This is an optimization exercise on Yosys and OpenROAD, whose aim is small area, not a production implementation.
Only simulation tests tie the RTL to the original design; equivalence was not proved.
The clock cells of runs 2 to 6 come from the design's own scripts or RTL, not from TritonCTS.
The flow treats the clock pin as an ideal source. Dropping or thinning the clock tree relies on that and would not hold on a real chip.
Power and IR drop assume default switching activity.

$ cat design/flow/flow/run.sh
#!/bin/bash
# The standard layout (standard.sh) with three changes:
#  - synthesis maps the logic with an area-oriented ABC script (synth.tcl);
#  - the port buffers are the smallest buffer cell;
#  - the clock tree has no dummy loads.
set -euo pipefail
FD=$(cd "$(dirname "$0")" && pwd)
bash standard.sh \
  SYNTH_SCRIPT="$FD/synth.tcl" \
  BUFFER_PORTS_ARGS="-buffer_cell sky130_fd_sc_hd__buf_1" \
  CTS_ARGS="-sink_clustering_enable -repair_clock_nets -buf_list sky130_fd_sc_hd__clkbuf_8 -dont_use_dummy_load" \
  finish > standard.log 2>&1
$ cat design/flow/flow/abc_area.script
strash
&get -n
&st
&syn2
&if -g -K 6
&synch2
&st
&syn2
&if -g -K 6
&synch2
&put
strash
dch -f
amap
$ cat design/flow/flow/synth.tcl
# The standard flow's synthesis script (synth_recipe.tcl) with one change: ABC maps the
# logic with an area-oriented script (abc_area.script beside this file)
# instead of ORFS's speed script. Registers are mapped before ABC runs, so
# they are the same as in the standard synthesis.
set my_abc_script [file join [file dirname [file normalize [info script]]] abc_area.script]
proc synth {args} { yosys synth -nofsm -noshare {*}$args }
proc abc {args} {
  set i [lsearch $args -script]
  if {$i >= 0} { lset args [expr {$i+1}] $::my_abc_script }
  yosys abc {*}$args
}
source $::env(SCRIPTS_DIR)/synth.tcl
# left out here: clear keep_hierarchy, flatten, clean up, hide names made inside functions, write 1_2_yosys.v
$ cat design/flow/standard.sh
#!/bin/bash
# synth_recipe.tcl (not shown) runs the flow's synth.tcl, then flattens the netlist and writes it again
# the make line also repeats each setting of config.mk as NAME=value (left out here)
make -C /OpenROAD-flow-scripts/flow DESIGN_CONFIG=/design/flow/config.mk WORK_HOME=/design/flow/orfs CLKGATE_MAP_FILE= SYNTH_SCRIPT=/design/flow/synth_recipe.tcl "${@:-finish}"
$ cat design/flow/config.mk
export PLATFORM = sky130hd
export DESIGN_NAME = GMII_MAC_RX
export DESIGN_NICKNAME = GMII_MAC_RX
export VERILOG_FILES = /design/flow/design.v
export SDC_FILE = /design/flow/constraint.sdc
export NUM_CORES = 4
export LEC_CHECK = 0
export CAP_MARGIN = 20
export CORE_MARGIN = 2
export CORE_UTILIZATION = 40
export SLEW_MARGIN = 20
$ cat design/flow/constraint.sdc
create_clock -name core_clock -period 8.0 [get_ports {rx_clk}]
set_input_delay 1.6000 -clock core_clock [delete_from_list [all_inputs] [get_ports {rx_clk}]]
set_output_delay 1.6000 -clock core_clock [all_outputs]
set_load 0.01 [all_outputs]
$ cat design/flow/design.v
module CRC_chk (
    input wire clk
    ,input wire [7:0] CRC_data_in
    ,input wire CRC_en           
    ,input wire CRC_first        
    ,output wire CRC_match       
);
reg [31:0] F;
wire [7:0] D = CRC_data_in;
wire first = CRC_first;
wire [7:0] nb;
assign nb[0] = F[0] ^ F[7] ^ F[12] ^ F[14] ^ F[17] ^ F[21] ^ F[26] ^ F[28] ^ F[29] ^ F[31] ^ D[2] ^ D[4] ^ D[5] ^ D[7];
assign nb[1] = F[0] ^ F[2] ^ F[7] ^ F[11] ^ F[12] ^ F[15] ^ F[16] ^ F[17] ^ F[18] ^ F[19] ^ F[21] ^ F[23] ^ F[25] ^ F[28] ^ F[30] ^ D[0] ^ D[1] ^ D[4] ^ D[7];
assign nb[2] = F[1] ^ F[2] ^ F[3] ^ F[6] ^ F[7] ^ F[9] ^ F[12] ^ F[15] ^ F[16] ^ F[20] ^ F[23] ^ F[25] ^ F[27] ^ F[28] ^ D[2] ^ D[7];
assign nb[3] = F[0] ^ F[1] ^ F[3] ^ F[6] ^ F[7] ^ F[11] ^ F[12] ^ F[17] ^ F[21] ^ F[27] ^ F[28] ^ F[29] ^ D[2] ^ D[6] ^ D[7] ^ first;
assign nb[4] = F[2] ^ F[4] ^ F[6] ^ F[7] ^ F[9] ^ F[12] ^ F[15] ^ F[19] ^ F[23] ^ F[27] ^ F[31] ^ D[1] ^ D[3];
assign nb[5] = F[0] ^ F[1] ^ F[4] ^ F[5] ^ F[9] ^ F[11] ^ F[16] ^ F[24] ^ F[25] ^ F[26] ^ F[31] ^ D[4] ^ D[6];
assign nb[6] = F[1] ^ F[2] ^ F[6] ^ F[7] ^ F[8] ^ F[12] ^ F[16] ^ F[26] ^ F[27] ^ F[29] ^ D[4] ^ D[5] ^ D[7] ^ first;
assign nb[7] = F[0] ^ F[1] ^ F[2] ^ F[4] ^ F[5] ^ F[6] ^ F[9] ^ F[10] ^ F[11] ^ F[18] ^ F[21] ^ F[23] ^ F[27] ^ D[0] ^ D[4];
wire [31:0] Fn = {F[23:0], nb};
always @(posedge clk)
    F <= {F[23:0], CRC_en ? nb : 8'h00};
assign CRC_match = (Fn == 32'h489800b9);
endmodule
module GMII_MAC_RX #
(    
    parameter [31:0] ip1 = {8'd192, 8'd168, 8'd0, 8'd1},
    parameter [31:0] ip2 = {8'd192, 8'd168, 8'd0, 8'd2},
    parameter [31:0] ip3 = {8'd192, 8'd168, 8'd0, 8'd3},
    parameter [31:0] ip4 = {8'd192, 8'd168, 8'd1, 8'd102},
    parameter [31:0] ip5 = {8'd192, 8'd168, 8'd0, 8'd5}
) (
    input wire reset
    ,input wire rx_clk
    ,input wire [7:0] rxd
    ,input wire rxdv
    ,input wire rxer
    ,output wire [7:0] data_out
    ,output wire IP_is_matched
    ,output reg error
    ,output reg CRC_ok
);
localparam [3:0]
    SM_IDLE      = 4'd0,
    SM_PRMBL_RDY = 4'd1,
    SM_SFD       = 4'd2,
    SM_CRC       = 4'd3,
    SM_ERROR     = 4'd4,
    SM_IPG       = 4'd5,
    SM_HEAD_MAC  = 4'd8,
    SM_FR_TYPE   = 4'd9,
    SM_FR_VLAN   = 4'd10,
    SM_PAYLOAD   = 4'd11,
    SM_IP_DEST   = 4'd12;
assign data_out = rxd;
reg [3:0] st, nx;
reg [10:0] cnt;
reg [3:0] vlan_tags_cntr;
reg type_vlan;               
reg [2:0] ip_st;             
reg crc_ok_r;                
reg [2:0] crc_ok_shift;
wire crc_shift_ok = |crc_ok_shift;
wire s_idle  = (st == SM_IDLE);
wire s_prmbl = (st == SM_PRMBL_RDY);
wire s_sfd   = (st == SM_SFD);
wire s_head  = (st == SM_HEAD_MAC);
wire s_type  = (st == SM_FR_TYPE);
wire s_vlan  = (st == SM_FR_VLAN);
wire s_pay   = (st == SM_PAYLOAD);
wire s_ipd   = (st == SM_IP_DEST);
wire s_crc   = (st == SM_CRC);
wire s_err   = (st == SM_ERROR);
wire s_ipg   = (st == SM_IPG);
wire crc_en  = st[3];
wire rx55 = (rxd == 8'h55);
wire rx5d = (rxd == 8'h5d);
wire dv_ok = rxdv & !rxer;
wire cnt_idle_full = cnt[2] & cnt[1] & cnt[0];               
wire cnt_head_full = cnt[3] & cnt[2] & cnt[0];               
wire cnt_two       = cnt[1];                                 
wire cnt_low       = (cnt[10:6] == 5'd0);
wire cnt_is12      = cnt_low & !cnt[5] & !cnt[4] & cnt[3] & cnt[2] & !cnt[1] & !cnt[0];
wire cnt_is20      = cnt[4] & cnt[2];                        
wire cnt_max       = cnt[10] & cnt[8] & cnt[7] & cnt[6] & cnt[4] & cnt[3] & cnt[2];  
wire x1 = (vlan_tags_cntr[3:1] == 3'd0);
wire x0 = (vlan_tags_cntr[3:2] == 2'd0) & !vlan_tags_cntr[0];
wire c_lt = (!cnt[3] & (x1 | (!cnt[2] & x0))) | (!cnt[2] & x1 & x0);
wire c_eq = (cnt[3] == x1) & (cnt[2] == x0);
wire cnt_le_min = cnt_low & (!cnt[5] | (!cnt[4] & (c_lt | (c_eq & !(cnt[1] & cnt[0])))));
always @(*) begin
    nx = SM_IDLE;
    case (st)
        SM_IDLE :
            if (rxer) nx = SM_ERROR;
            else if (cnt_idle_full) nx = SM_PRMBL_RDY;
            else nx = SM_IDLE;
        SM_PRMBL_RDY :
            if (rxer) nx = SM_ERROR;
            else if (!rx55) nx = SM_IDLE;
            else if (rxdv) nx = SM_SFD;
            else nx = SM_PRMBL_RDY;
        SM_SFD :
            if (!dv_ok) nx = SM_ERROR;
            else if (rx55) nx = SM_SFD;
            else if (rx5d) nx = SM_HEAD_MAC;
            else nx = SM_IDLE;
        SM_HEAD_MAC :
            if (!dv_ok) nx = SM_ERROR;
            else if (cnt_head_full) nx = SM_FR_TYPE;
            else nx = SM_HEAD_MAC;
        SM_FR_TYPE :
            if (!dv_ok) nx = SM_ERROR;
            else if (cnt_two) nx = type_vlan ? SM_FR_VLAN : SM_PAYLOAD;
            else nx = SM_FR_TYPE;
        SM_FR_VLAN :
            if (!dv_ok) nx = SM_ERROR;
            else if (cnt_two) nx = SM_FR_TYPE;
            else nx = SM_FR_VLAN;
        SM_PAYLOAD :
            if (rxer) nx = SM_ERROR;
            else if (cnt_is12) nx = SM_IP_DEST;
            else if (cnt_max) nx = SM_ERROR;
            else if (!rxdv) nx = cnt_le_min ? SM_ERROR : SM_CRC;
            else nx = SM_PAYLOAD;
        SM_IP_DEST :
            if (!dv_ok) nx = SM_ERROR;
            else if (cnt_is20) nx = SM_PAYLOAD;
            else nx = SM_IP_DEST;
        SM_CRC :
            if (rxer || !crc_shift_ok) nx = SM_ERROR;
            else nx = SM_IPG;
        SM_ERROR :
            nx = SM_IPG;
        default :
            nx = SM_IDLE;
    endcase
end
wire crc_match;
CRC_chk CRC_chk_inst (
    .clk         (rx_clk),
    .CRC_data_in (rxd),
    .CRC_en      (crc_en),
    .CRC_first   (s_head && !cnt[3] && !(cnt[2] && (cnt[1] || cnt[0]))),
    .CRC_match   (crc_match)
);
wire cnt_inc = (s_idle & !rxer & !cnt_idle_full & rx55) |
               (s_sfd & dv_ok & rx5d) |
               ((s_head | s_type | s_vlan | s_ipd) & dv_ok) |
               (s_pay & !rxer & (cnt_is12 | (!cnt_max & rxdv))) |
               (s_ipg & rx55);
wire cnt_restart = (s_head & cnt_head_full) | ((s_type | s_vlan) & cnt_two);
wire ip_shift = (s_pay & !rxer & cnt_is12) | (s_ipd & dv_ok & !cnt_is20);
wire to_prmbl = s_idle & !rxer & cnt_idle_full;
wire to_error = (rxer & !s_ipg) |
                ((s_sfd | s_head | s_type | s_vlan | s_ipd) & !rxdv) |
                (s_pay & !cnt_is12 & (cnt_max | (!rxdv & cnt_le_min))) |
                (s_crc & !crc_shift_ok);
wire set_ok = (s_crc & !rxer | s_err) & crc_shift_ok;
always @(posedge rx_clk) begin
    if (reset) begin
        st <= SM_IDLE;
        cnt <= 11'd0;
        ip_st <= 3'd0;
        error <= 1'b0;
        CRC_ok <= 1'b0;
        crc_ok_r <= 1'b0;
        crc_ok_shift <= 3'd0;
    end else begin
        st <= nx;
        cnt <= cnt_inc ? (cnt_restart ? 11'd1 : cnt + 11'd1) : 11'd0;
        crc_ok_shift <= {crc_ok_shift[1:0], crc_ok_r};
        if (crc_en) crc_ok_r <= crc_match;
        else if (s_idle) crc_ok_r <= 1'b0;
        if (ip_shift) begin
            if (rxd == ip1[31:24]) ip_st <= 3'd1;
            else case (ip_st)
                3'd1: ip_st <= (rxd == ip1[23:16]) ? 3'd2 : 3'd0;
                3'd2: ip_st <= (rxd == 8'd0) ? 3'd3 : (rxd == 8'd1) ? 3'd6 : 3'd0;
                3'd3: ip_st <= (rxd == 8'd1 || rxd == 8'd2 || rxd == 8'd3 || rxd == 8'd5) ? 3'd4 : 3'd0;
                3'd6: ip_st <= (rxd == 8'd102) ? 3'd4 : 3'd0;
                default: ip_st <= 3'd0;
            endcase
        end
        if (to_prmbl) error <= 1'b0;
        else if (to_error) error <= 1'b1;
        if (to_prmbl) CRC_ok <= 1'b0;
        else if (set_ok) CRC_ok <= 1'b1;
    end
end
assign IP_is_matched = (ip_st == 3'd4);
always @(posedge rx_clk) begin
    if (!crc_en) vlan_tags_cntr <= 4'd0;
    else if (s_vlan & dv_ok & cnt[0])
        vlan_tags_cntr <= vlan_tags_cntr + 1'b1;
    type_vlan <= s_type ? (type_vlan & (rxd == 8'h00)) : (rxd == 8'h81);
end
endmodule
==> flow_summary.toml, run 1 <==
[cts]
insertion_delay_ps = 340
cts_resized = 0
cts_buffer_depth = 2
postCtsHoldBufs = 0
path_clk_slew_ps = 70
cts_num_sinks = 61
cts_buffers = 9
cts_max_level = 3
cts_setup_buffers = 0
cts_tree = "yes"
cts_root_buf = "clkbuf_8"

[routing]
vias_per_cell = 5.27
ant_nets = 0
routedWlPerCell_um = 14.1
drt_wl_total_um = 8030
drtIter0Drc = 144
dr.pass1.iters = 4
vias = 2992
route.detailed.drc = 0

[floorplan]
die-area_um2 = 8520
die_height_um = 92.3
initial_core_util_pct = 40.8
fp.dieW_um = 92.3
coreArea_um2 = 7650
rows = 32
io_pins = 23

[layout]
area_growth_pct = 8.78
fillers = 798
regArea_um2 = 1220
antennaDiodeCount = 0
design_area_um2 = 3390
drive_gt1_share_pct = 1.93
nets = 485
multi_input_area_um2 = 1610
final_cells = 568

[yosys]
yosysTopAreaCell = "dfxtp_1"
mappedNetlistNets = 460
syn_area_um2 = 3120
yosysMostFrequentCell = "nor2_1"
netlist_top_cells_count = "98 x nor2_1, 61 x dfxtp_1, 60 x clkinv_1"
synthFlopType = "dfxtp_1"
ys_ff_latch = 61
synth_edf_count = 0
synth.avg_cell_area_um2 = 7.04
yosys_warnings = 2
async_flop_share_pct = 0
synthDominantCellAreaShare_pct = 39.1
yosysUniqueCellTypes = 35
synthCells = 443
yosysSeqAreaShare_pct = 39.1
synth_area_leaders = "dfxtp_1 39%, nor2_1 12%, clkinv_1 7.2%"

[timing]
setup_ws_ps = 4080
rsz0062_at_grt = "false"
hold_violations = 0
setup_viol = 0
period_share_pct = 49.1
fmax_mhz = 255
skew_ps = 31.3
min_period_ps = 3920
worstMarginPinSlew_ps = 674
slew_headroom_pct = 54.6
setup_tns_ps = 0
slew_violations = 0

[pwr]
p_leak_uw = 0.00113
clockPowerShare_pct = 36.7
swShare_pct = 24.3
pwr_density_cell_nw_per_um2 = 163
p_comb_share_pct = 7.9
p_sw_uw = 134
seqPwrFrac_pct = 55.5
internal_power_uw = 418
ir_worst_vdd_uv = 84.4

[worst_setup_path]
path_class = "in -> reg"
end_kind = "flip-flop"
critical_path.max_fanout = 10
critPathRequiredTime_ps = 8230
critical_path.startpoint_type = "input port"
worstPathArrival_ps = 4160

[place]
place_inst = 559
post-dp-hpwl_um = 6320
gp_congestion = 0.926
placedInstanceArea_um2 = 3270
portBuffers = 22
dp_slack_ps = 3740

[grt]
grt_start_max_net_pins = 20
grt_first_pass_wirelength_um = 13500
grt_pass1_vias = 2835
grt-ovfl-total = 0
grtUsageTotal_pct = 20.2
antenna_found_initial = 0

[run]
maxCapViolations = 0

[outcome]
status = "complete, no violations"

[min_path]
hp-class = "reg -> reg"
## layout by cell type (no fill, tap or decap)
| cell type | n |
|---|---|
| nor2_1 | 98 |
| dfxtp_1 | 61 |
| clkinv_1 | 60 |
| a21oi_1 | 39 |
| nand2_1 | 36 |
| o21ai_0 | 31 |
| buf_1 | 22 |
| nor3_1 | 20 |
| o22ai_1 | 17 |
| clkbuf_8 | 9 |
| nand3_1 | 8 |
| nor4_1 | 6 |
| a31oi_1 | 6 |
| a211oi_1 | 5 |
| xor2_1 | 5 |
| ha_1 | 5 |
| or3_1 | 4 |
| nand4_1 | 4 |
| or4_1 | 4 |
| nor2b_1 | 3 |
| a221oi_1 | 3 |
| o32ai_1 | 2 |
| a22oi_1 | 2 |
| nor4bb_1 | 2 |
| a311oi_1 | 2 |
| a2111oi_0 | 2 |
| nand4b_1 | 1 |
| o41ai_1 | 1 |
| or2_0 | 1 |
| nor3b_1 | 1 |
| a32oi_1 | 1 |
| o2111ai_1 | 1 |
| o31ai_1 | 1 |
| o22a_1 | 1 |
| o32a_1 | 1 |
| o21bai_1 | 1 |
## logic make-up (layout without fill, tap and decap cells)
kind of cell	Yosys count	in the layout	share of synthesized area, %
buf+inv	68	91	9.14
fa+ha+maj	5	5	2.00
xor+xnor	5	5	1.40
flops	61	61	39.1
compound gates	116	116	22.0
simple gates	188	188	26.3
## worst max-delay path: stages
cell,delay (ps)
buf_1,280
nand2_1,120
or4_1,580
or4_1,440
o21ai_0,210
nor3_1,100
clkinv_1,50
o21ai_0,100
or2_0,410
a221oi_1,270
## layer usage
layer / part of all wire (%) / GRT usage (%)
met2: 42 / 30.8
met3: 5.4 / 3.91
met1: 50 / 28.1
met5: 0 / 0
met4: 2.0 / 8.46
## area by class of cell
cell class / count / area share, %
tap: 102 / 3.76
clock buffer: 9 / 3.65
sequential: 61 / 36.0
inverter: 60 / 6.63
timing repair buffer: 22 / 2.43
multi-input combinational: 314 / 47.5
## state kept, by name, summed over array words and instances (netlist names)
register        count
CRC_chk_inst.F     32
CRC_ok              1
cnt                11
crc_ok_r            1
crc_ok_shift        3
error               1
ip_st               3
st                  4
type_vlan           1
vlan_tags_cntr      4
## stage by stage
stage	power, uW	hold WS (ps)	util [%]
3_3_place_gp	357	336	42.8
6_report	553	351	44.4
2_1_floorplan	344	326	-
3_5_place_dp	356	338	42.8
4_1_cts	558	351	44.4
5_1_grt	578	362	44.4
## power groups by stage
stage	logic, uW	registers (uW)	clock network, uW
final	43.5	307	203
after floorplan	30.6	313	0
after global routing	49.2	307	222
after CTS	43.0	307	209
after global placement	43.3	313	0
after detailed placement	42.8	313	0
## path summary, 6_finish.rpt
check | from | end | slack (ps) | depth (start not counted)
setup reg to reg | st[3]$_SDFF_PP0_ | crc_ok_r$_SDFFE_PP0P_ | 4910 | 10
hold reg to reg | CRC_chk_inst.F[13]$_DFF_P_ | CRC_chk_inst.F[21]$_DFF_P_ | 350 | 0
hold / removal | CRC_chk_inst.F[13]$_DFF_P_ | CRC_chk_inst.F[21]$_DFF_P_ | 350 | 0
setup / recovery | rxd[2] | cnt[2]$_SDFF_PP0_ | 4080 | 10
==> run 2, diff against run 1 <==
--- a/design/flow/design.v
+++ b/design/flow/design.v
@@ -78,7 +78,7 @@
 wire dv_ok = rxdv & !rxer;
 wire cnt_idle_full = cnt[2] & cnt[1] & cnt[0];               
 wire cnt_head_full = cnt[3] & cnt[2] & cnt[0];               
-wire cnt_two       = cnt[1];                                 
+wire cnt_two       = cnt[0];    
 wire cnt_low       = (cnt[10:6] == 5'd0);
 wire cnt_is12      = cnt_low & !cnt[5] & !cnt[4] & cnt[3] & cnt[2] & !cnt[1] & !cnt[0];
 wire cnt_is20      = cnt[4] & cnt[2];                        
@@ -144,12 +144,8 @@
     .CRC_first   (s_head && !cnt[3] && !(cnt[2] && (cnt[1] || cnt[0]))),
     .CRC_match   (crc_match)
 );
-wire cnt_inc = (s_idle & !rxer & !cnt_idle_full & rx55) |
-               (s_sfd & dv_ok & rx5d) |
-               ((s_head | s_type | s_vlan | s_ipd) & dv_ok) |
-               (s_pay & !rxer & (cnt_is12 | (!cnt_max & rxdv))) |
-               (s_ipg & rx55);
-wire cnt_restart = (s_head & cnt_head_full) | ((s_type | s_vlan) & cnt_two);
+wire cnt_inc = crc_en | ((s_idle | s_ipg) & rx55) | (s_sfd & rx5d);
+wire cnt_restart = s_type & cnt_two & !type_vlan;
 wire ip_shift = (s_pay & !rxer & cnt_is12) | (s_ipd & dv_ok & !cnt_is20);
 wire to_prmbl = s_idle & !rxer & cnt_idle_full;
 wire to_error = (rxer & !s_ipg) |
@@ -191,7 +187,7 @@
 assign IP_is_matched = (ip_st == 3'd4);
 always @(posedge rx_clk) begin
     if (!crc_en) vlan_tags_cntr <= 4'd0;
-    else if (s_vlan & dv_ok & cnt[0])
+    else if (s_vlan & dv_ok & !cnt[0])
         vlan_tags_cntr <= vlan_tags_cntr + 1'b1;
     type_vlan <= s_type ? (type_vlan & (rxd == 8'h00)) : (rxd == 8'h81);
 end
==> design/flow/flow/run.sh (replaced) <==
#!/bin/bash
# The standard layout (standard.sh) with these changes:
#  - synthesis maps the logic with an area-oriented ABC script (synth.tcl,
#    abc_area.script); the registers are the standard synthesis's;
#  - the port buffers are the smallest buffer cell;
#  - the clock reaches the registers through three clkbuf_16 cells, each
#    driving a group of nearby registers (post_cts.tcl, clock_tree.tcl).
set -euo pipefail
FD=$(cd "$(dirname "$0")" && pwd)
bash standard.sh \
  SYNTH_SCRIPT="$FD/synth.tcl" \
  BUFFER_PORTS_ARGS="-buffer_cell sky130_fd_sc_hd__buf_1" \
  CTS_ARGS="-sink_clustering_enable -repair_clock_nets -buf_list sky130_fd_sc_hd__clkbuf_8 -dont_use_dummy_load" \
  POST_CTS_TCL="$FD/post_cts.tcl" \
  finish > standard.log 2>&1
==> design/flow/flow/abc_area.script (replaced) <==
strash
&get -n
&st
&syn2
&if -g -K 6
&synch2
&st
&syn2
&if -g -K 6
&synch2
&deepsyn -T 60
&put
strash
dch -f
amap
==> design/flow/flow/clock_tree.tcl (new file) <==
# Drive the register clock pins from a few clock buffers, one per group of
# nearby sinks (k-means on the sink positions), each placed at its group's centre.
proc insert_clock_buffers {clkname nbuf cell} {
  set block [ord::get_db_block]
  set clknet [$block findNet $clkname]
  set master [[ord::get_db] findMaster $cell]
  set pts {}
  foreach it [$clknet getITerms] {
    if {![$it isInputSignal]} { continue }
    set bb [[$it getInst] getBBox]
    lappend pts [list [expr {([$bb xMin]+[$bb xMax])/2.0}] [expr {([$bb yMin]+[$bb yMax])/2.0}] $it]
  }
  set pts [lsort -real -index 0 $pts]
  set n [llength $pts]
  # initial centres: x-sorted equal groups
  set cent {}
  for {set g 0} {$g < $nbuf} {incr g} {
    set grp [lrange $pts [expr {$g*$n/$nbuf}] [expr {($g+1)*$n/$nbuf - 1}]]
    set sx 0; set sy 0
    foreach p $grp { set sx [expr {$sx+[lindex $p 0]}]; set sy [expr {$sy+[lindex $p 1]}] }
    lappend cent [list [expr {$sx/[llength $grp]}] [expr {$sy/[llength $grp]}]]
  }
  for {set iter 0} {$iter < 30} {incr iter} {
    set asg {}
    foreach p $pts {
      set best 0; set bd 1e30
      for {set g 0} {$g < $nbuf} {incr g} {
        set c [lindex $cent $g]
        set d [expr {abs([lindex $p 0]-[lindex $c 0]) + abs([lindex $p 1]-[lindex $c 1])}]
        if {$d < $bd} { set bd $d; set best $g }
      }
      lappend asg $best
    }
    set new {}
    for {set g 0} {$g < $nbuf} {incr g} {
      set sx 0; set sy 0; set k 0
      foreach p $pts a $asg { if {$a == $g} { set sx [expr {$sx+[lindex $p 0]}]; set sy [expr {$sy+[lindex $p 1]}]; incr k } }
      if {$k == 0} { lappend new [lindex $cent $g] } else { lappend new [list [expr {$sx/$k}] [expr {$sy/$k}]] }
    }
    set cent $new
  }
  for {set g 0} {$g < $nbuf} {incr g} {
    set inst [odb::dbInst_create $block $master "clkbuf_manual_$g"]
    set net [odb::dbNet_create $block "clknet_manual_$g"]
    $net setSigType CLOCK
    [$inst findITerm A] connect $clknet
    [$inst findITerm X] connect $net
    foreach p $pts a $asg { if {$a == $g} { set it [lindex $p 2]; $it disconnect; $it connect $net } }
    set c [lindex $cent $g]
    $inst setLocation [expr {int([lindex $c 0])}] [expr {int([lindex $c 1])}]
    $inst setPlacementStatus PLACED
  }
}
# Replace the clock tree that CTS built with a few large clock buffers, each
# driving a group of nearby registers (see insert_clock_buffers).
proc replace_clock_tree {clkname nbuf cell} {
  set block [ord::get_db_block]
  set root [$block findNet $clkname]
  # every register clock pin goes back onto the root net
  set bufs {}
  foreach inst [$block getInsts] {
    set m [[$inst getMaster] getName]
    if {[string match "sky130_fd_sc_hd__clkbuf_*" $m] && [string match "clkbuf_*" [$inst getName]]} {
      lappend bufs $inst
    }
  }
  foreach inst $bufs {
    set out [[$inst findITerm X] getNet]
    foreach it [$out getITerms] {
      if {[$it isInputSignal] && [lsearch -exact $bufs [$it getInst]] < 0} {
        $it disconnect
        $it connect $root
      }
    }
  }
  foreach inst $bufs {
    set out [[$inst findITerm X] getNet]
    odb::dbInst_destroy $inst
    if {[llength [$out getITerms]] == 0 && [llength [$out getBTerms]] == 0} { odb::dbNet_destroy $out }
  }
  insert_clock_buffers $clkname $nbuf $cell
}
==> design/flow/flow/post_cts.tcl (new file) <==
# ORFS hook run at the end of the CTS step (POST_CTS_TCL): replace the
# clock tree by three clkbuf_16 cells, then legalize their placement.
source [file join [file dirname [file normalize [info script]]] clock_tree.tcl]
replace_clock_tree rx_clk 3 sky130_fd_sc_hd__clkbuf_16
detailed_placement
check_placement -verbose
estimate_parasitics -placement
report_clock_skew
==> run 2 against run 1 <==
Critical path depth increased by 2. Largest cell class unchanged. Setup slack improved by 68 ps. Still clean. Via count down 6.5%. Die area decreased by 3.8%. Total power shrank 10%. Sequential cell count did not move.
==> flow_summary.toml, run 2 <==
[timing]
min_period_ps = 3860
skew_ps = 35.1
hold_ws_ps = 363
slew_headroom_pct = 57.9
slew_violations = 0
rsz0062_at_grt = "false"
setup_viol = 0
worstMarginPinSlew_ps = 631
period_share_pct = 48.2
hold_violations = 0
fmax_mhz = 259
setup_tns_ps = 0

[yosys]
synthFlopType = "dfxtp_1"
mappedNetlistNets = 426
synth_area_leaders = "dfxtp_1 41%, nor2_1 7.8%, clkinv_1 6.8%"
async_flop_share_pct = 0
yosysUniqueCellTypes = 36
yosysMostFrequentCell = "nor2_1"
synthCells = 409
ys_ff_latch = 61
synthDominantCellAreaShare_pct = 40.8
netlist_top_cells_count = "62 x nor2_1, 61 x dfxtp_1, 54 x clkinv_1"
yosys_warnings = 2
yosysTopAreaCell = "dfxtp_1"
synth_edf_count = 0
syn_area_um2 = 3000
yosysSeqAreaShare_pct = 40.8
synth.avg_cell_area_um2 = 7.33

[worst_setup_path]
cpMostUsedCell = "o21ai_0"
cpLargestDelayFamily = "compound AO/OA/AOI/OAI gates"
critPathRequiredTime_ps = 8090
cpPeakStageDelay_ps = 400
critical_path.startpoint_type = "input port"
cp_slowest_cell = "o21ai_0"
path_buf_inv = 2
cp_cell_sequence = "buf_1, o21ai_0, o21ai_0, clkinv_1, a21oi_1, a21oi_1, o21ai_0, nand4_1, nor3_1, nand2_1, nor2_1, a31o_1"
path_class = "in -> reg"
end_kind = "flip-flop"
worstPathArrival_ps = 3940
critical_path.max_fanout = 8

[layout]
area_growth_pct = 7.39
antennaDiodeCount = 0
top_register = "CRC_chk_inst.F"
final_common_cell = "nor2_1"
drive_gt1_share_pct = 0.704
final_cells = 525
layout_common_cells = "62 x nor2_1, 61 x dfxtp_1, 54 x clkinv_1"
reg_top3 = "CRC_chk_inst.F: 32 flops, cnt: 11 flops"
nets = 446
largest_reg_flops = 32

[routing]
route.detailed.drc = 0
wirelength_met1_um = 3850
routedWlPerCell_um = 14.0
dr.pass1.iters = 4
met3_wirelength_um = 381
vias_per_cell = 5.33
route.top_layer_used = "met4"
drtIter0Drc = 123
dr_wl_met2_um = 3020
ant_nets = 0
drt_wl_total_um = 7360
vias = 2797

[pwr]
p_comb_share_pct = 8.9
p_sw_uw = 109
clockPowerShare_pct = 29.4
p_leak_uw = 0.00104
internal_power_uw = 387
ir_worst_vdd_uv = 85.1
swShare_pct = 22.0
pwr_density_cell_nw_per_um2 = 154
seqPwrFrac_pct = 61.7

[grt]
grt_start_max_net_pins = 31
antenna_found_initial = 0
grt_first_pass_wirelength_um = 12200
grt_pass1_vias = 2566
grtUsageTotal_pct = 18.4
grt-ovfl-total = 0

[floorplan]
io_pins = 23
die_height_um = 90.6
coreArea_um2 = 7250
initial_core_util_pct = 41.3
fp.dieW_um = 90.6
rows = 31
die-area_um2 = 8200

[cts]
path_clk_slew_ps = 110
cts_num_sinks = 61
insertion_delay_ps = 170

[place]
post-dp-hpwl_um = 5810
gp_congestion = 0.897
place_inst = 522
portBuffers = 22

[run]
maxCapViolations = 0

[min_path]
hp-class = "reg -> reg"

[outcome]
status = "complete, no violations"
run 2: cell types whose count changed in the layout (fill, tap and decap cells not counted), moves of 5 or more:
cell,delta
clkinv_1,-6
nand3_1,+5
a21oi_1,-7
clkbuf_8,-9
nor2_1,-36
run 2: stage by stage:
| stage | cell area [um^2] | util (%) | power, uW | setup slack [ps] |
|---|---|---|---|---|
| after floorplan | 3000 | - | 345 | 4530 |
| after global placement | 3140 | 43.3 | 356 | 4060 |
| after detailed placement | 3140 | 43.3 | 356 | 4030 |
| after global routing | 3220 | 44.4 | 517 | 3810 |
| final | 3220 | 44.4 | 496 | 4140 |
run 2: power by group through the flow:
stage	registers (uW)	logic, uW	clock network, uW
floorplan	313	31.9	0
global placement	313	42.9	0
detailed placement	313	43.4	0
global route	306	50.0	161
finish	306	44.3	146
run 2: area by class of cell:
class,instances,area (um^2)
well taps,99,124
inverters,54,203
flip-flops and latches,61,1220
repair buffers,22,82.6
plain buffers,3,75.1
fillers,732,4040
multi-input cells,286,1510
run 2: cell families after synthesis:
group	synth area share, %
AO/OA/AOI/OAI	22.9
XOR/XNOR	0.877
adder cells (fa/ha/maj)	2.09
buffers and inverters	8.77
flip-flops	40.8
AND/OR/NAND/NOR	24.6
run 2: routing by layer:
metal / GRT usage (%) / vias up
met5: 0 / -
met4: 5.00 / 0
met3: 3.76 / 6
met2: 27.6 / 61
met1: 26.9 / 1254
li1: - / 1476
run 2: worst paths after layout:
| kind | depth (start not counted) | start | slack [ps] | to |
|---|---|---|---|---|
| min | 0 | CRC_chk_inst.F[4]$_SDFF_PN0_ | 360 | CRC_chk_inst.F[12]$_DFF_P_ |
| min reg2reg | 0 | CRC_chk_inst.F[4]$_SDFF_PN0_ | 360 | CRC_chk_inst.F[12]$_DFF_P_ |
| max reg2reg | 13 | CRC_chk_inst.F[7]$_SDFF_PN0_ | 4990 | crc_ok_r$_SDFFE_PP0P_ |
| max | 12 | rxd[7] | 4140 | crc_ok_r$_SDFFE_PP0P_ |
==> run 3, diff against run 2 <==
--- a/design/flow/config.mk
+++ b/design/flow/config.mk
@@ -7,5 +7,5 @@
 export LEC_CHECK = 0
 export CAP_MARGIN = 20
 export CORE_MARGIN = 2
-export CORE_UTILIZATION = 40
+export CORE_UTILIZATION = 60
 export SLEW_MARGIN = 20
==> run 3 against run 2 <==
Clock power about the same. Critical path type unchanged. Still clean. Die area decreased by 32%. Sequential cell count unchanged. First-iteration DRC count increased by 46%. Final area decreased by 1.2%. Sequential power about the same. Core utilization increased by 22 points. Combinational power about the same.
==> flow_summary.toml, run 3 <==
[outcome]
status = "complete, no violations"

[worst_setup_path]
cpPeakStageDelay_ps = 330
critical_path.max_fanout = 7
path_buf_inv = 2
critPathRequiredTime_ps = 8090
cpLargestDelayFamily = "compound AO/OA/AOI/OAI gates"
end_kind = "flip-flop"
path_class = "in -> reg"
cp_cell_sequence = "buf_1, clkinv_1, o22ai_1, o21ai_0, xnor2_1, nor2_1, a21oi_1, o21ai_0, a21oi_1, nand4_1, nor3_1, nand2_1, nor2_1, a31o_1"
critical_path.startpoint_type = "input port"
cp_slowest_cell = "o22ai_1"
worstPathArrival_ps = 4070

[yosys]
netlist_top_cells_count = "62 x nor2_1, 61 x dfxtp_1, 54 x clkinv_1"
yosysMostFrequentCell = "nor2_1"
syn_area_um2 = 3000
synthCells = 409
async_flop_share_pct = 0
synth_area_leaders = "dfxtp_1 41%, nor2_1 7.8%, clkinv_1 6.8%"
mappedNetlistNets = 426
yosysSeqAreaShare_pct = 40.8
synthFlopType = "dfxtp_1"
synthDominantCellAreaShare_pct = 40.8
ys_ff_latch = 61
synth.avg_cell_area_um2 = 7.33
synth_edf_count = 0
yosysUniqueCellTypes = 36
yosysTopAreaCell = "dfxtp_1"
yosys_warnings = 2

[layout]
reg_top3 = "CRC_chk_inst.F: 32 flops, cnt: 11 flops"
largest_reg_flops = 32
nets = 446
layout_common_cells = "62 x nor2_1, 61 x dfxtp_1, 54 x clkinv_1"
final_common_cell = "nor2_1"
area_growth_pct = 6.05
antennaDiodeCount = 0
top_register = "CRC_chk_inst.F"
drive_gt1_share_pct = 0.704

[grt]
grt-ovfl-total = 0
grtUsageTotal_pct = 27.3
grt_pass1_vias = 2467
antenna_found_initial = 0
grt_start_max_net_pins = 29
grt_first_pass_wirelength_um = 11900

[pwr]
ir_worst_vdd_uv = 169
p_leak_uw = 0.00104
pwr_density_cell_nw_per_um2 = 156

[run]
maxCapViolations = 0

[timing]
slew_headroom_pct = 59.9
min_period_ps = 3980
worstMarginPinSlew_ps = 600
setup_viol = 0
fmax_mhz = 251
skew_ps = 21.9
slew_violations = 0
setup_ws_ps = 4020
hold_violations = 0
rsz0062_at_grt = "false"
period_share_pct = 49.7
setup_tns_ps = 0

[floorplan]
coreArea_um2 = 4750
die-area_um2 = 5580
rows = 25
initial_core_util_pct = 63.0
fp.dieW_um = 74.7
io_pins = 23
die_height_um = 74.7

[routing]
drtIter0Drc = 180
drt_wl_total_um = 7020
ant_nets = 0
routedWlPerCell_um = 14.2
vias = 2841
route.detailed.drc = 0
vias_per_cell = 5.76
dr.pass1.iters = 6

[place]
portBuffers = 22
gp_congestion = 0.963
post-dp-hpwl_um = 5440
dp_slack_ps = 4010

[min_path]
hp-class = "reg -> reg"

[cts]
path_clk_slew_ps = 80
cts_num_sinks = 61
insertion_delay_ps = 160
[run 3: metal layers]
layer  track usage [%]  vias up  part of all wire, %
met1              42.8     1263                   51
met5                 0        -                    0
li1                  -     1466                    -
met3              4.42        2                  6.7
met2              40.5      110                   42
met4              3.97        0                 0.26
[run 3: logic make-up (layout without fill, tap and decap cells)]
kind of cell,Yosys count,in the layout,synth area share (%)
adder cells (fa/ha/maj),5,5,2.09
flip-flops,61,61,40.8
AO/OA/AOI/OAI,115,115,22.9
XOR/XNOR,3,3,0.877
AND/OR/NAND/NOR,163,163,24.6
buffers and inverters,62,79,8.77
[run 3: through the flow]
step                hold slack (ps)  cell area, um^2  cells  utilization [%]  power (uW)
finish                          363             3180    493             66.8         495
global route                    375             3180    493             66.8         511
detailed placement              349             3100    490             65.3         356
global placement                344             3100    490             65.3         355
floorplan                       331             3000    409                -         345
[run 3: path summary, 6_finish.rpt]
check                                from                         end  slack (ps)  depth (start not counted)
max reg2reg  CRC_chk_inst.F[7]$_SDFF_PN0_       crc_ok_r$_SDFFE_PP0P_        4920                         13
max                                rxd[4]       crc_ok_r$_SDFFE_PP0P_        4020                         14
min            CRC_chk_inst.F[17]$_DFF_P_  CRC_chk_inst.F[25]$_DFF_P_         360                          0
min reg2reg    CRC_chk_inst.F[17]$_DFF_P_  CRC_chk_inst.F[25]$_DFF_P_         360                          0
[run 3: layout make-up]
type	count	area (um^2)
Fill cell	442	1580
Buffer	3	75.1
Multi-Input combinational cell	286	1510
Inverter	54	203
Timing Repair Buffer	22	82.6
Sequential cell	61	1220
Tap cell	67	83.8
[run 3: worst reg2reg max path, stage by stage, from the launching register on]
cell      delay, ps
dfxtp_1         360
clkinv_1         80
o21ai_0         430
o21ai_0         240
o21ai_0         280
clkinv_1        150
o22ai_1         280
clkinv_1        140
o22ai_1         230
xor2_1          200
nor2_1           60
a21oi_1         230
nor2_1          100
a31o_1          200
[run 3: power by group]
group	internal, uW	switching (uW)
combinational	14.0	30.4
clock	68.2	76.2
sequential	305	1.31
total	387	108
==> run 4, diff against run 3 <==
--- a/design/flow/design.v
+++ b/design/flow/design.v
@@ -9,18 +9,18 @@
 wire [7:0] D = CRC_data_in;
 wire first = CRC_first;
 wire [7:0] nb;
-assign nb[0] = F[0] ^ F[7] ^ F[12] ^ F[14] ^ F[17] ^ F[21] ^ F[26] ^ F[28] ^ F[29] ^ F[31] ^ D[2] ^ D[4] ^ D[5] ^ D[7];
-assign nb[1] = F[0] ^ F[2] ^ F[7] ^ F[11] ^ F[12] ^ F[15] ^ F[16] ^ F[17] ^ F[18] ^ F[19] ^ F[21] ^ F[23] ^ F[25] ^ F[28] ^ F[30] ^ D[0] ^ D[1] ^ D[4] ^ D[7];
-assign nb[2] = F[1] ^ F[2] ^ F[3] ^ F[6] ^ F[7] ^ F[9] ^ F[12] ^ F[15] ^ F[16] ^ F[20] ^ F[23] ^ F[25] ^ F[27] ^ F[28] ^ D[2] ^ D[7];
-assign nb[3] = F[0] ^ F[1] ^ F[3] ^ F[6] ^ F[7] ^ F[11] ^ F[12] ^ F[17] ^ F[21] ^ F[27] ^ F[28] ^ F[29] ^ D[2] ^ D[6] ^ D[7] ^ first;
-assign nb[4] = F[2] ^ F[4] ^ F[6] ^ F[7] ^ F[9] ^ F[12] ^ F[15] ^ F[19] ^ F[23] ^ F[27] ^ F[31] ^ D[1] ^ D[3];
-assign nb[5] = F[0] ^ F[1] ^ F[4] ^ F[5] ^ F[9] ^ F[11] ^ F[16] ^ F[24] ^ F[25] ^ F[26] ^ F[31] ^ D[4] ^ D[6];
-assign nb[6] = F[1] ^ F[2] ^ F[6] ^ F[7] ^ F[8] ^ F[12] ^ F[16] ^ F[26] ^ F[27] ^ F[29] ^ D[4] ^ D[5] ^ D[7] ^ first;
-assign nb[7] = F[0] ^ F[1] ^ F[2] ^ F[4] ^ F[5] ^ F[6] ^ F[9] ^ F[10] ^ F[11] ^ F[18] ^ F[21] ^ F[23] ^ F[27] ^ D[0] ^ D[4];
+assign nb[0] = F[5] ^ F[6] ^ F[8] ^ F[21] ^ F[23] ^ F[31] ^ D[2] ^ D[3];
+assign nb[1] = F[0] ^ F[8] ^ F[11] ^ F[19] ^ F[20] ^ F[21] ^ F[30] ^ D[1] ^ D[2] ^ D[3] ^ D[6];
+assign nb[2] = F[0] ^ F[2] ^ F[7] ^ F[20] ^ F[22] ^ F[27] ^ D[0] ^ D[1] ^ D[2] ^ D[6];
+assign nb[3] = F[0] ^ F[2] ^ F[9] ^ F[16] ^ F[20] ^ F[24] ^ F[25] ^ F[26] ^ F[28] ^ D[1] ^ D[2] ^ D[6] ^ D[7];
+assign nb[4] = F[0] ^ F[5] ^ F[7] ^ F[13] ^ F[16] ^ F[19] ^ F[23] ^ F[24] ^ D[2] ^ D[4] ^ D[5] ^ D[6] ^ D[7] ^ first;
+assign nb[5] = F[2] ^ F[4] ^ F[12] ^ F[17] ^ F[19] ^ F[22] ^ F[24] ^ F[25] ^ F[28] ^ D[2] ^ D[3] ^ D[4] ^ D[5] ^ D[6] ^ D[7];
+assign nb[6] = F[1] ^ F[4] ^ F[6] ^ F[18] ^ F[25] ^ D[0] ^ D[3] ^ D[6] ^ D[7];
+assign nb[7] = F[1] ^ F[3] ^ F[5] ^ F[6] ^ F[11] ^ F[15] ^ F[17] ^ F[21] ^ F[24] ^ F[25] ^ F[28] ^ F[29] ^ D[0] ^ D[2] ^ D[5] ^ D[6];
 wire [31:0] Fn = {F[23:0], nb};
 always @(posedge clk)
     F <= {F[23:0], CRC_en ? nb : 8'h00};
-assign CRC_match = (Fn == 32'h489800b9);
+assign CRC_match = (Fn == 32'h1070002e);
 endmodule
 module GMII_MAC_RX #
 (    
@@ -59,8 +59,8 @@
 reg type_vlan;               
 reg [2:0] ip_st;             
 reg crc_ok_r;                
-reg [2:0] crc_ok_shift;
-wire crc_shift_ok = |crc_ok_shift;
+reg [1:0] crc_ok_age;        
+wire crc_shift_ok = (crc_ok_age != 2'd3);
 wire s_idle  = (st == SM_IDLE);
 wire s_prmbl = (st == SM_PRMBL_RDY);
 wire s_sfd   = (st == SM_SFD);
@@ -161,11 +161,12 @@
         error <= 1'b0;
         CRC_ok <= 1'b0;
         crc_ok_r <= 1'b0;
-        crc_ok_shift <= 3'd0;
+        crc_ok_age <= 2'd3;
     end else begin
         st <= nx;
         cnt <= cnt_inc ? (cnt_restart ? 11'd1 : cnt + 11'd1) : 11'd0;
-        crc_ok_shift <= {crc_ok_shift[1:0], crc_ok_r};
+        if (crc_ok_r) crc_ok_age <= 2'd0;
+        else if (crc_shift_ok) crc_ok_age <= crc_ok_age + 2'd1;
         if (crc_en) crc_ok_r <= crc_match;
         else if (s_idle) crc_ok_r <= 1'b0;
         if (ip_shift) begin
==> run 4 against run 3 <==
Highest routed layer unchanged. Fmax increased by 4.3%. First-iteration DRC count decreased by 32%. Largest power group unchanged. Die area decreased by 3.2%.
==> flow_summary.toml, run 4 <==
[yosys]
yosys_warnings = 2
yosysSeqAreaShare_pct = 41.5
synth_adder_area_share_pct = 2.16
muxShareOfSynthArea_pct = 0
synth_xor_area_share_pct = 0.908
synth-simple-area-share_pct = 25.0
yosysTopAreaCell = "dfxtp_1"
synth_edf_count = 0
mappedNetlistNets = 415
synth_compound_area_share_pct = 22.6
synthDominantCellAreaShare_pct = 41.5
synthCells = 398
synth_top_family_by_area = "simple AND/OR/NAND/NOR gates"
ys_ff_latch = 60
synth.avg_cell_area_um2 = 7.27
synth_area_leaders = "dfxtp_1 42%, nor2_1 11%, a21oi_1 8.3%"
yosysUniqueCellTypes = 38
yosysMostFrequentCell = "nor2_1"
synthFlopType = "dfxtp_1"
syn_area_um2 = 2890
async_flop_share_pct = 0
netlist_top_cells_count = "85 x nor2_1, 60 x dfxtp_1, 48 x a21oi_1"

[min_path]
hold_start = "CRC_chk_inst.F[22]$_DFF_P_"
min_delay_worst_endpoint = "CRC_chk_inst.F[30]$_DFF_P_"
hp-class = "reg -> reg"
min_path_cells = 0

[worst_setup_path]
cp_slowest_cell = "nor4b_1"
worstPathArrival_ps = 3880
critical_path.startpoint_type = "input port"
r2r_start = "CRC_chk_inst.F[0]$_SDFF_PN0_"
path_class = "in -> reg"
rrSetupSlack_ps = 5440
critical_path.max_fanout = 6
r2r_cells = 10
cpPeakStageDelay_ps = 330
cp_cell_sequence = "buf_1, clkinv_1, o22ai_1, xor2_1, nor2_1, a21oi_1, nor2_1, a211oi_1, nand4_1, nor4b_1, nand3_1, o41ai_1"
rr_endpoint = "crc_ok_r$_SDFFE_PP0P_"
end_kind = "flip-flop"
critPathRequiredTime_ps = 8060
cpMostUsedCell = "nor2_1"

[outcome]
status = "complete, no violations"

[floorplan]
io_pins = 23
initial_core_util_pct = 61.7
coreArea_um2 = 4690
rows = 25
fp.dieW_um = 73.5
die-area_um2 = 5390
die_height_um = 73.5

[timing]
rsz0062_at_grt = "false"
min_period_ps = 3820
hold_ws_ps = 348
fmax_mhz = 262
worstMarginPinSlew_ps = 559
skew_ps = 19.4
slew_violations = 0
period_share_pct = 47.7
setup_tns_ps = 0
setup_viol = 0
hold_violations = 0
slew_headroom_pct = 62.3

[place]
portBuffers = 22
gp_congestion = 0.912
placedInstanceArea_um2 = 2980
post-dp-hpwl_um = 5290

[grt]
grtUsageTotal_pct = 26.6
grt_pass1_vias = 2456
grt-ovfl-total = 0
grt_start_max_net_pins = 26
antenna_found_initial = 0
grt_first_pass_wirelength_um = 11100

[run]
maxCapViolations = 0

[layout]
design_area_um2 = 3060
drive_gt1_share_pct = 0.723
reg_top3 = "CRC_chk_inst.F: 32 flops, cnt: 11 flops"
area_growth_pct = 5.71
nets = 435
top_register = "CRC_chk_inst.F"
final_common_cell = "nor2_1"
largest_reg_flops = 32
layout_common_cells = "85 x nor2_1, 60 x dfxtp_1, 48 x a21oi_1"
antennaDiodeCount = 0

[cts]
insertion_delay_ps = 150
cts_num_sinks = 60
path_clk_slew_ps = 90

[routing]
drt_wl_total_um = 6740
dr.pass1.iters = 4
drtIter0Drc = 122
routedWlPerCell_um = 14.4
ant_nets = 0
route.detailed.drc = 0
vias_per_cell = 5.79
vias = 2714

[pwr]
ir_worst_vdd_uv = 128
pwr_density_cell_nw_per_um2 = 169
p_leak_uw = 0.00102
==> run 4: changes by cell type after synthesis, sizes merged, moves of 5 or more <==
cell / before / now
nor2: 62 / 85
a21oi: 32 / 48
clkinv: 54 / 44
o21ai: 35 / 27
nand2: 40 / 33
o22ai: 13 / 8
==> run 4: cell type report <==
| type | count | area (um^2) |
|---|---|---|
| flip-flops and latches | 60 | 1200 |
| multi-input cells | 286 | 1470 |
| fillers | 427 | 1630 |
| plain buffers | 3 | 75.1 |
| inverters | 44 | 165 |
| well taps | 54 | 67.6 |
| repair buffers | 22 | 82.6 |
==> run 4: logic make-up (layout without fill, tap and decap cells) <==
kind of cell / count (synthesis) / in the layout
adder cells (fa/ha/maj): 5 / 5
AND/OR/NAND/NOR: 166 / 166
AO/OA/AOI/OAI: 112 / 112
buffers and inverters: 52 / 69
flip-flops: 60 / 60
XOR/XNOR: 3 / 3
==> run 4: routing by layer <==
metal	track usage [%]	up-vias	wire, um
li1	-	1431	-
met1	31.9	1206	3020
met2	49.3	68	3370
met3	4.94	9	245
met4	4.85	0	98
met5	0	-	0
==> run 4: report_power, final <==
group          internal [uW]  total, uW  switching, uW
sequential               305        309           4.26
combinational           23.3       66.1           42.7
clock                   68.1        142           73.5
==> run 4: per-stage QoR <==
stage	utilization [%]	power (uW)	setup WS, ps	instances
after global routing	65.2	538	3940	469
after floorplan	-	366	4680	398
after global placement	63.6	380	4050	466
final	65.2	517	4180	469
after detailed placement	63.6	382	4010	466
==> run 4: critical path: cells and delay by family <==
kind / cells / cell delay, ps
compound gates: 4 / 800
buf+inv: 2 / 560
simple gates: 5 / 710
xor+xnor: 1 / 220
==> run 4: worst max-delay path by stage <==
stage / startpoint / endpoint / slack, ps / cells after the start
6_report: rxd[0] / crc_ok_r$_SDFFE_PP0P_ / 4180 / 12
5_1_grt: rxd[0] / crc_ok_r$_SDFFE_PP0P_ / 3940 / 12
3_5_place_dp: rxd[0] / crc_ok_r$_SDFFE_PP0P_ / 4010 / 12
3_3_place_gp: rxd[0] / crc_ok_r$_SDFFE_PP0P_ / 4050 / 12
2_1_floorplan: rxd[0] / data_out[0] / 4680 / 1
==> run 5, diff against run 4 <==
--- a/design/flow/flow/run.sh
+++ b/design/flow/flow/run.sh
@@ -1,7 +1,8 @@
 #!/bin/bash
 # The standard layout (standard.sh) with these changes:
-#  - synthesis maps the logic with an area-oriented ABC script (synth.tcl,
-#    abc_area.script); the registers are the standard synthesis's;
+#  - synthesis maps the logic with area-oriented ABC scripts (synth.tcl,
+#    abc_*.script) and keeps the smallest result; the registers are the
+#    standard synthesis's;
 #  - the port buffers are the smallest buffer cell;
 #  - the clock reaches the registers through three clkbuf_16 cells, each
 #    driving a group of nearby registers (post_cts.tcl, clock_tree.tcl).
==> design/flow/flow/abc_a.script (new file) <==
strash
&get -n
&st
&syn2
&if -g -K 6
&synch2
&st
&syn2
&if -g -K 6
&synch2
&deepsyn -T 60
&put
strash
dch -f
amap
==> design/flow/flow/abc_b.script (new file) <==
strash
&get -n
&st
&syn2
&if -g -K 6
&synch2
&st
&syn2
&if -g -K 6
&synch2
&deepsyn -T 60
&put
strash
dch -f
amap -m
==> design/flow/flow/abc_c.script (new file) <==
strash
&get -n
&st
&syn2
&if -g -K 6
&synch2
&st
&syn2
&if -g -K 6
&synch2
&deepsyn -T 60
&put
strash
dch -f
&get -n
&nf -p -R 1000
&put
==> design/flow/flow/synth.tcl (replaced) <==
# The standard flow's synthesis script (synth_recipe.tcl) with one change: ABC maps the
# logic with area-oriented scripts (abc_*.script beside this file) instead of
# ORFS's speed script; each is tried and the smallest result is kept.
# Registers are mapped before ABC runs, so they are the standard synthesis's.
set my_dir [file dirname [file normalize [info script]]]
proc synth {args} { yosys synth -nofsm -noshare {*}$args }
proc abc {args} {
  set i [lsearch $args -script]
  set j [lsearch $args -liberty]
  if {$i < 0 || $j < 0} { yosys abc {*}$args; return }
  set lib [lindex $args [expr {$j+1}]]
  set scripts [lsort [glob -directory $::my_dir abc_*.script]]
  yosys design -save pre_abc
  set best_area -1
  set best_script ""
  foreach s $scripts {
    yosys design -load pre_abc
    lset args [expr {$i+1}] $s
    yosys abc {*}$args
    set f [file join $::env(OBJECTS_DIR) abc_area.txt]
    yosys tee -q -o $f stat -liberty $lib
    set fh [open $f]; set txt [read $fh]; close $fh
    regexp {Chip area for module [^:]*:\s*([0-9.]+)} $txt -> area
    puts "ABC script $s: area $area"
    if {$best_area < 0 || $area < $best_area} {
      set best_area $area
      set best_script $s
      yosys design -save best_abc
    }
  }
  puts "ABC script kept: $best_script (area $best_area)"
  yosys design -load best_abc
}
source $::env(SCRIPTS_DIR)/synth.tcl
# left out here: clear keep_hierarchy, flatten, clean up, hide names made inside functions, write 1_2_yosys.v
removed: design/flow/flow/abc_area.script
==> run 5 against run 4 <==
Still clean on timing, DRC and antenna. Sequential cell count did not move. Routed wire length fell by 2.1%. Sequential power barely moved. Total power rose by 0.17%. Clock skew fell by 11 ps. Fmax rose by 0.67%. Via count fell by 1.4%. Synthesized cell count fell by 0.75%. Combinational power rose by 3%. Clock power barely moved. Register-to-register slack got worse by 20 ps. First-iteration DRC count rose by 68%.
==> flow_summary.toml, run 5 <==
[worst_setup_path]
critical_path.max_fanout = 6
cp_slowest_cell = "nor4b_1"
cp_cell_sequence = "buf_1, clkinv_1, o22ai_1, xor2_1, nor2_1, a21oi_1, nor2_1, a211oi_1, nand4_1, nor4b_1, nand3_1, o41ai_1"
r2r_cells = 10
critical_path.startpoint_type = "input port"
r2r_start = "CRC_chk_inst.F[0]$_SDFF_PN0_"
worstPathArrival_ps = 3840
rr_endpoint = "crc_ok_r$_SDFFE_PP0P_"
cp.depth = 12
end_kind = "flip-flop"
critPathRequiredTime_ps = 8050
cpPeakStageDelay_ps = 330
rrSetupSlack_ps = 5420
cpLargestDelayFamily = "compound AO/OA/AOI/OAI gates"
critPathLaunch = "rxd[0]"
endpoint = "crc_ok_r$_SDFFE_PP0P_"
path_buf_inv = 2
cpMostUsedCell = "nor2_1"
path_class = "in -> reg"

[layout]
nets = 432
final_util_pct = 65.0
design_area_um2 = 3050
layout_common_cells = "84 x nor2_1, 60 x dfxtp_1, 47 x a21oi_1"
drive_gt1_share_pct = 0.728
regArea_um2 = 1200
final_common_cell = "nor2_1"
area_growth_pct = 5.73
antennaDiodeCount = 0
largest_reg_flops = 32
fillers = 401
multi_input_area_um2 = 1460
top_register = "CRC_chk_inst.F"
reg_top3 = "CRC_chk_inst.F: 32 flops, cnt: 11 flops"

[timing]
rsz0062_at_grt = "false"
period_share_pct = 47.4
setup_ws_ps = 4210
min_period_ps = 3790
setup_tns_ps = 0
setup_viol = 0
skew_ps = 8.88
worstMarginPinSlew_ps = 603
fmax_mhz = 264
slew_violations = 0
slew_headroom_pct = 59.4
hold_violations = 0

[yosys]
yosysSeqAreaShare_pct = 41.7
syn_area_um2 = 2880
yosys_warnings = 2
synthCells = 395
mappedNetlistNets = 412
yosysUniqueCellTypes = 39
synth_area_leaders = "dfxtp_1 42%, nor2_1 11%, a21oi_1 8.2%"
synth.avg_cell_area_um2 = 7.30
netlist_top_cells_count = "84 x nor2_1, 60 x dfxtp_1, 47 x a21oi_1"
yosysMostFrequentCell = "nor2_1"
async_flop_share_pct = 0
synth_edf_count = 0
ys_ff_latch = 60
yosysTopAreaCell = "dfxtp_1"
synthDominantCellAreaShare_pct = 41.7
synthFlopType = "dfxtp_1"

[pwr]
ir_worst_vdd_uv = 204
p_leak_uw = 0.00102
pwr_density_cell_nw_per_um2 = 170
p_total_uw = 518

[cts]
insertion_delay_ps = 150
path_clk_slew_ps = 80
cts_num_sinks = 60

[floorplan]
coreArea_um2 = 4690
die-area_um2 = 5380
die_height_um = 73.3
io_pins = 23
fp.dieW_um = 73.3
initial_core_util_pct = 61.4
rows = 25

[routing]
drtIter0Drc = 205
ant_nets = 0
routedWlPerCell_um = 14.2
drt_wl_total_um = 6600
vias_per_cell = 5.74
dr.pass1.iters = 8
route.detailed.drc = 0
vias = 2675

[grt]
grt_start_max_net_pins = 22
grt-ovfl-total = 0
grt_first_pass_wirelength_um = 10900
grtUsageTotal_pct = 26.2
antenna_found_initial = 0
grt_pass1_vias = 2355

[run]
maxCapViolations = 0

[min_path]
hp-class = "reg -> reg"
min_path_cells = 0

[place]
gp_congestion = 0.911
post-dp-hpwl_um = 5160
placedInstanceArea_um2 = 2970
portBuffers = 22
dp_slack_ps = 4130

[outcome]
status = "complete, no violations"
[run 5: changes by cell type after synthesis]
cell | previous run | this run
nand2_1 | 33 | 32
o21ai_0 | 27 | 28
a211oi_1 | 5 | 6
a311oi_1 | 2 | 1
a32o_1 | 0 | 1
nor2_1 | 85 | 84
a21oi_1 | 48 | 47
nand3_1 | 9 | 11
nor3_1 | 16 | 14
nor2b_1 | 4 | 2
[run 5: worst min-delay path by stage]
| stage | start | endpoint | slack [ps] |
|---|---|---|---|
| final | CRC_chk_inst.F[22]$_DFF_P_ | CRC_chk_inst.F[30]$_DFF_P_ | 350 |
| after detailed placement | CRC_chk_inst.F[10]$_DFF_P_ | CRC_chk_inst.F[18]$_DFF_P_ | 350 |
| after global routing | CRC_chk_inst.F[22]$_DFF_P_ | CRC_chk_inst.F[30]$_DFF_P_ | 370 |
| after floorplan | CRC_chk_inst.F[14]$_DFF_P_ | CRC_chk_inst.F[22]$_DFF_P_ | 330 |
| after global placement | CRC_chk_inst.F[15]$_DFF_P_ | CRC_chk_inst.F[23]$_DFF_P_ | 340 |
[run 5: cells by family after synthesis]
| family | after synthesis | synth area share [%] |
|---|---|---|
| compound gates | 113 | 23.0 |
| fa+ha+maj | 5 | 2.17 |
| simple gates | 162 | 24.4 |
| buf+inv | 52 | 7.81 |
| flops | 60 | 41.7 |
| xor+xnor | 3 | 0.912 |
[run 5: stage by stage]
step	cells	hold slack (ps)
2_1_floorplan	395	331
3_3_place_gp	463	341
3_5_place_dp	463	346
5_1_grt	466	366
6_report	466	353
[run 5: routing by layer]
metal	global-route usage (%)	share of wire [%]
met1	32.3	44
met2	46.4	50
met3	3.43	4.3
met4	10.1	1.8
met5	0	0
[run 5: worst reg2reg max path, delay by kind of cell (launching register included)]
family / cells / cell delay, ps
flip-flops: 1 / 420
buffers and inverters: 1 / 160
AND/OR/NAND/NOR: 4 / 690
AO/OA/AOI/OAI: 5 / 1200
[run 5: area by class of cell]
class                   instances  share of cell area, %
multi-input cells             283                   47.8
flip-flops and latches         60                   39.4
inverters                      44                   5.42
repair buffers                 22                   2.71
plain buffers                   3                   2.46
well taps                      54                   2.22
[run 5: report_power, final]
group          switching (uW)  leakage (uW)  internal (uW)  total, uW
registers                4.30      0.000484            305        309
clock network            72.6     0.0000370           68.1        141
logic                    44.5      0.000501           23.4       67.9
==> run 6, diff against run 5 <==
--- a/design/flow/design.v
+++ b/design/flow/design.v
@@ -55,7 +55,7 @@
 assign data_out = rxd;
 reg [3:0] st, nx;
 reg [10:0] cnt;
-reg [3:0] vlan_tags_cntr;
+reg tags_le1, tags_even;
 reg type_vlan;               
 reg [2:0] ip_st;             
 reg crc_ok_r;                
@@ -83,8 +83,8 @@
 wire cnt_is12      = cnt_low & !cnt[5] & !cnt[4] & cnt[3] & cnt[2] & !cnt[1] & !cnt[0];
 wire cnt_is20      = cnt[4] & cnt[2];                        
 wire cnt_max       = cnt[10] & cnt[8] & cnt[7] & cnt[6] & cnt[4] & cnt[3] & cnt[2];  
-wire x1 = (vlan_tags_cntr[3:1] == 3'd0);
-wire x0 = (vlan_tags_cntr[3:2] == 2'd0) & !vlan_tags_cntr[0];
+wire x1 = tags_le1;
+wire x0 = tags_even;
 wire c_lt = (!cnt[3] & (x1 | (!cnt[2] & x0))) | (!cnt[2] & x1 & x0);
 wire c_eq = (cnt[3] == x1) & (cnt[2] == x0);
 wire cnt_le_min = cnt_low & (!cnt[5] | (!cnt[4] & (c_lt | (c_eq & !(cnt[1] & cnt[0])))));
@@ -187,9 +187,10 @@
 end
 assign IP_is_matched = (ip_st == 3'd4);
 always @(posedge rx_clk) begin
-    if (!crc_en) vlan_tags_cntr <= 4'd0;
-    else if (s_vlan & dv_ok & !cnt[0])
-        vlan_tags_cntr <= vlan_tags_cntr + 1'b1;
+    if (s_type) begin
+        tags_le1  <= (cnt[5:2] == 4'd3) | (cnt[5:2] == 4'd4);
+        tags_even <= (cnt[5:2] == 4'd3) | (cnt[5:2] == 4'd5);
+    end
     type_vlan <= s_type ? (type_vlan & (rxd == 8'h00)) : (rxd == 8'h81);
 end
 endmodule
==> design/flow/flow/abc_s1b.script (new file) <==
strash
&get -n
&st
&syn2
&if -g -K 6
&synch2
&st
&syn2
&if -g -K 6
&synch2
&deepsyn -T 60 -S 1
&put
strash
dch -f
amap -m
==> design/flow/flow/abc_s1c.script (new file) <==
strash
&get -n
&st
&syn2
&if -g -K 6
&synch2
&st
&syn2
&if -g -K 6
&synch2
&deepsyn -T 60 -S 1
&put
strash
dch -f
&get -n
&nf -p -R 1000
&put
==> design/flow/flow/abc_s2b.script (new file) <==
strash
&get -n
&st
&syn2
&if -g -K 6
&synch2
&st
&syn2
&if -g -K 6
&synch2
&deepsyn -T 60 -S 2
&put
strash
dch -f
amap -m
==> design/flow/flow/abc_s2c.script (new file) <==
strash
&get -n
&st
&syn2
&if -g -K 6
&synch2
&st
&syn2
&if -g -K 6
&synch2
&deepsyn -T 60 -S 2
&put
strash
dch -f
&get -n
&nf -p -R 1000
&put
==> run 6 against run 5 <==
Clock skew up 21 ps. Die area down 3.3%. Critical path depth down 1. Area after synthesis down 3.5%. Global-route usage up 0.083 points. Core utilization up 1.8 points. Cell count down 3.0%. Critical path type unchanged. Highest routed layer unchanged.
==> flow_summary.toml, run 6 <==
[layout]
final_util_pct = 66.7
final_common_cell = "nor2_1"
fillers = 406
nets = 419
top_register = "CRC_chk_inst.F"
reg_top3 = "CRC_chk_inst.F: 32 flops, cnt: 11 flops, st: 4 flops"
drive_gt1_share_pct = 0.750
layout_common_cells = "72 x nor2_1, 56 x dfxtp_1, 44 x a21oi_1, 44 x clkinv_1, 36 x nand2_1"
antennaDiodeCount = 0
largest_reg_flops = 32
area_growth_pct = 5.85

[worst_setup_path]
end_kind = "flip-flop"
cp.depth = 11
rr_endpoint = "ip_st[2]$_SDFFE_PP0P_"
critPathLaunch = "rxdv"
cp_cell_sequence = "buf_1, nor2_1, or3_1, or3_1, a21oi_1, clkinv_1, nor2_1, a21oi_1, a211oi_1, a21oi_1, nor2_1"
rrSetupSlack_ps = 5060
r2r_start = "cnt[2]$_SDFF_PP0_"
cp_slowest_cell = "or3_1"
worstPathArrival_ps = 3710
cpLargestDelayFamily = "simple AND/OR/NAND/NOR gates"
critical_path.max_fanout = 5
endpoint = "ip_st[2]$_SDFFE_PP0P_"
critical_path.startpoint_type = "input port"
critPathRequiredTime_ps = 8070
cpPeakStageDelay_ps = 380
path_buf_inv = 2
r2r_cells = 13
path_class = "in -> reg"

[pwr]
p_leak_uw = 0.000983
ir_worst_vdd_uv = 144
pwr_density_cell_nw_per_um2 = 160

[grt]
grt_pass1_vias = 2323
antenna_found_initial = 0
grt-ovfl-total = 0
grt_start_max_net_pins = 30
grt_first_pass_wirelength_um = 10800
grtUsageTotal_pct = 26.3

[timing]
hold_violations = 0
fmax_mhz = 275
setup_viol = 0
slew_violations = 0
slew_headroom_pct = 53.6
setup_tns_ps = 0
period_share_pct = 45.5
min_period_ps = 3640
worstMarginPinSlew_ps = 690
rsz0062_at_grt = "false"
skew_ps = 29.5

[place]
post-dp-hpwl_um = 4920
gp_congestion = 0.982
portBuffers = 22

[yosys]
ys_ff_latch = 58
async_flop_share_pct = 0
yosysMostFrequentCell = "nor2_1"
yosys_warnings = 2
synth_adder_area_share_pct = 1.80
synth_area_leaders = "dfxtp_1 40%, nor2_1 9.7%, a21oi_1 7.9%"
synth_compound_area_share_pct = 22.6
mappedNetlistNets = 399
yosysTopAreaCell = "dfxtp_1"
synth-simple-area-share_pct = 24.5
yosysUniqueCellTypes = 30
synth.avg_cell_area_um2 = 7.27
muxShareOfSynthArea_pct = 0
synthDominantCellAreaShare_pct = 40.3
synthFlopType = "dfxtp_1"
synth_top_family_by_area = "simple AND/OR/NAND/NOR gates"
syn_area_um2 = 2780
synth_xor_area_share_pct = 0.629
synthCells = 383
netlist_top_cells_count = "72 x nor2_1, 56 x dfxtp_1, 44 x a21oi_1, 44 x clkinv_1, 36 x nand2_1"
yosysSeqAreaShare_pct = 42.4
synth_edf_count = 2

[floorplan]
initial_core_util_pct = 63.0
fp.dieW_um = 72.1
die-area_um2 = 5200
io_pins = 23
rows = 24
coreArea_um2 = 4410
die_height_um = 72.1

[routing]
vias = 2543
vias_per_cell = 5.63
ant_nets = 0
dr.pass1.iters = 4
drt_wl_total_um = 6260
routedWlPerCell_um = 13.8
drtIter0Drc = 206
route.detailed.drc = 0

[cts]
insertion_delay_ps = 160
cts_num_sinks = 58
path_clk_slew_ps = 100

[outcome]
status = "complete, no violations"

[min_path]
hp-class = "reg -> reg"

[run]
maxCapViolations = 0
run 6: changes by cell type after synthesis, moves of 4 or more:
cell / delta
nor3_1: +4
o21ai_0: +4
dfxtp_1: -4
nor2_1: -12
nand2_1: +4
a211oi_1: +6
run 6: layout make-up:
class                   count  area [um^2]  share of cell area [%]
multi-input cells         273         1380                    46.7
plain buffers               3         75.1                    2.55
inverters                  44          165                    5.61
well taps                  52         65.1                    2.21
flip-flops and latches     58         1180                    40.1
repair buffers             22         82.6                    2.80
run 6: per-layer routing:
layer / GRT usage, % / up-vias / wire (um)
li1: - / 1377 / -
met1: 40.2 / 1062 / 3220
met2: 38.4 / 97 / 2520
met3: 3.33 / 7 / 421
met4: 8.60 / 0 / 91
met5: 0 / - / 0
run 6: logic make-up after synthesis:
group | count (synthesis)
flip-flops | 58
buffers and inverters | 52
XOR/XNOR | 2
AND/OR/NAND/NOR | 157
AO/OA/AOI/OAI | 110
adder cells (fa/ha/maj) | 4
run 6: worst min path at each step:
stage	from	end	cells past startpoint
final	CRC_chk_inst.F[15]$_DFF_P_	CRC_chk_inst.F[23]$_DFF_P_	0
after global routing	CRC_chk_inst.F[22]$_DFF_P_	CRC_chk_inst.F[30]$_DFF_P_	0
after detailed placement	CRC_chk_inst.F[10]$_DFF_P_	CRC_chk_inst.F[18]$_DFF_P_	0
after global placement	CRC_chk_inst.F[10]$_DFF_P_	CRC_chk_inst.F[18]$_DFF_P_	0
after floorplan	CRC_chk_inst.F[14]$_DFF_P_	CRC_chk_inst.F[22]$_DFF_P_	0
run 6: stage by stage:
step,hold WS [ps],cells,area [um^2],worst slack [ps],power (uW)
3_3_place_gp,338,449,2870,4290,341
3_5_place_dp,343,449,2870,4260,341
2_1_floorplan,330,383,2780,4680,330
5_1_grt,369,452,2950,4080,491
6_report,360,452,2950,4360,472
run 6: where the power goes:
part | total (uW) | internal (uW) | switching, uW
sequential | 292 | 291 | 1.10
combinational | 43.3 | 12.6 | 30.7
clock | 136 | 67.9 | 68.2

==> port drivers added, routing unchanged <==
Ports are ideal in the flow. The routed layouts listed here were re-timed in OpenROAD. Step 1 sets driving cells, clkbuf_16 on the clock port and buf_2 on the other inputs (assumed; they add their load-dependent delay and slew). Step 2 adds t to the input delays and takes it off the output delays; t is the mean of the earliest and latest rising clock arrival at the registers after step 1. Input paths then give back, and output paths get back, about the clock's delay inside the block. a / b / c = ideal ports / drivers / drivers and shift; a / b = the first two.
run	t, ns	setup WS [ns]	cell pins on the clock port's net
run 1	0.352	4.075 / 4.082 / 3.731	1
run 2	0.220	4.143 / 4.191 / 3.971	3
run 3	0.202	4.020 / 4.050 / 3.848	3
run 4	0.212	4.183 / 4.226 / 4.014	3
run 5	0.208	4.208 / 4.251 / 4.043	3
run 6	0.210	4.359 / 4.349 / 4.193	3
After both steps setup and hold are still met in every run listed. For run 1, which loses most, drivers alone change the setup slack by +0.007 ns; drivers and shift together by -0.344 ns.
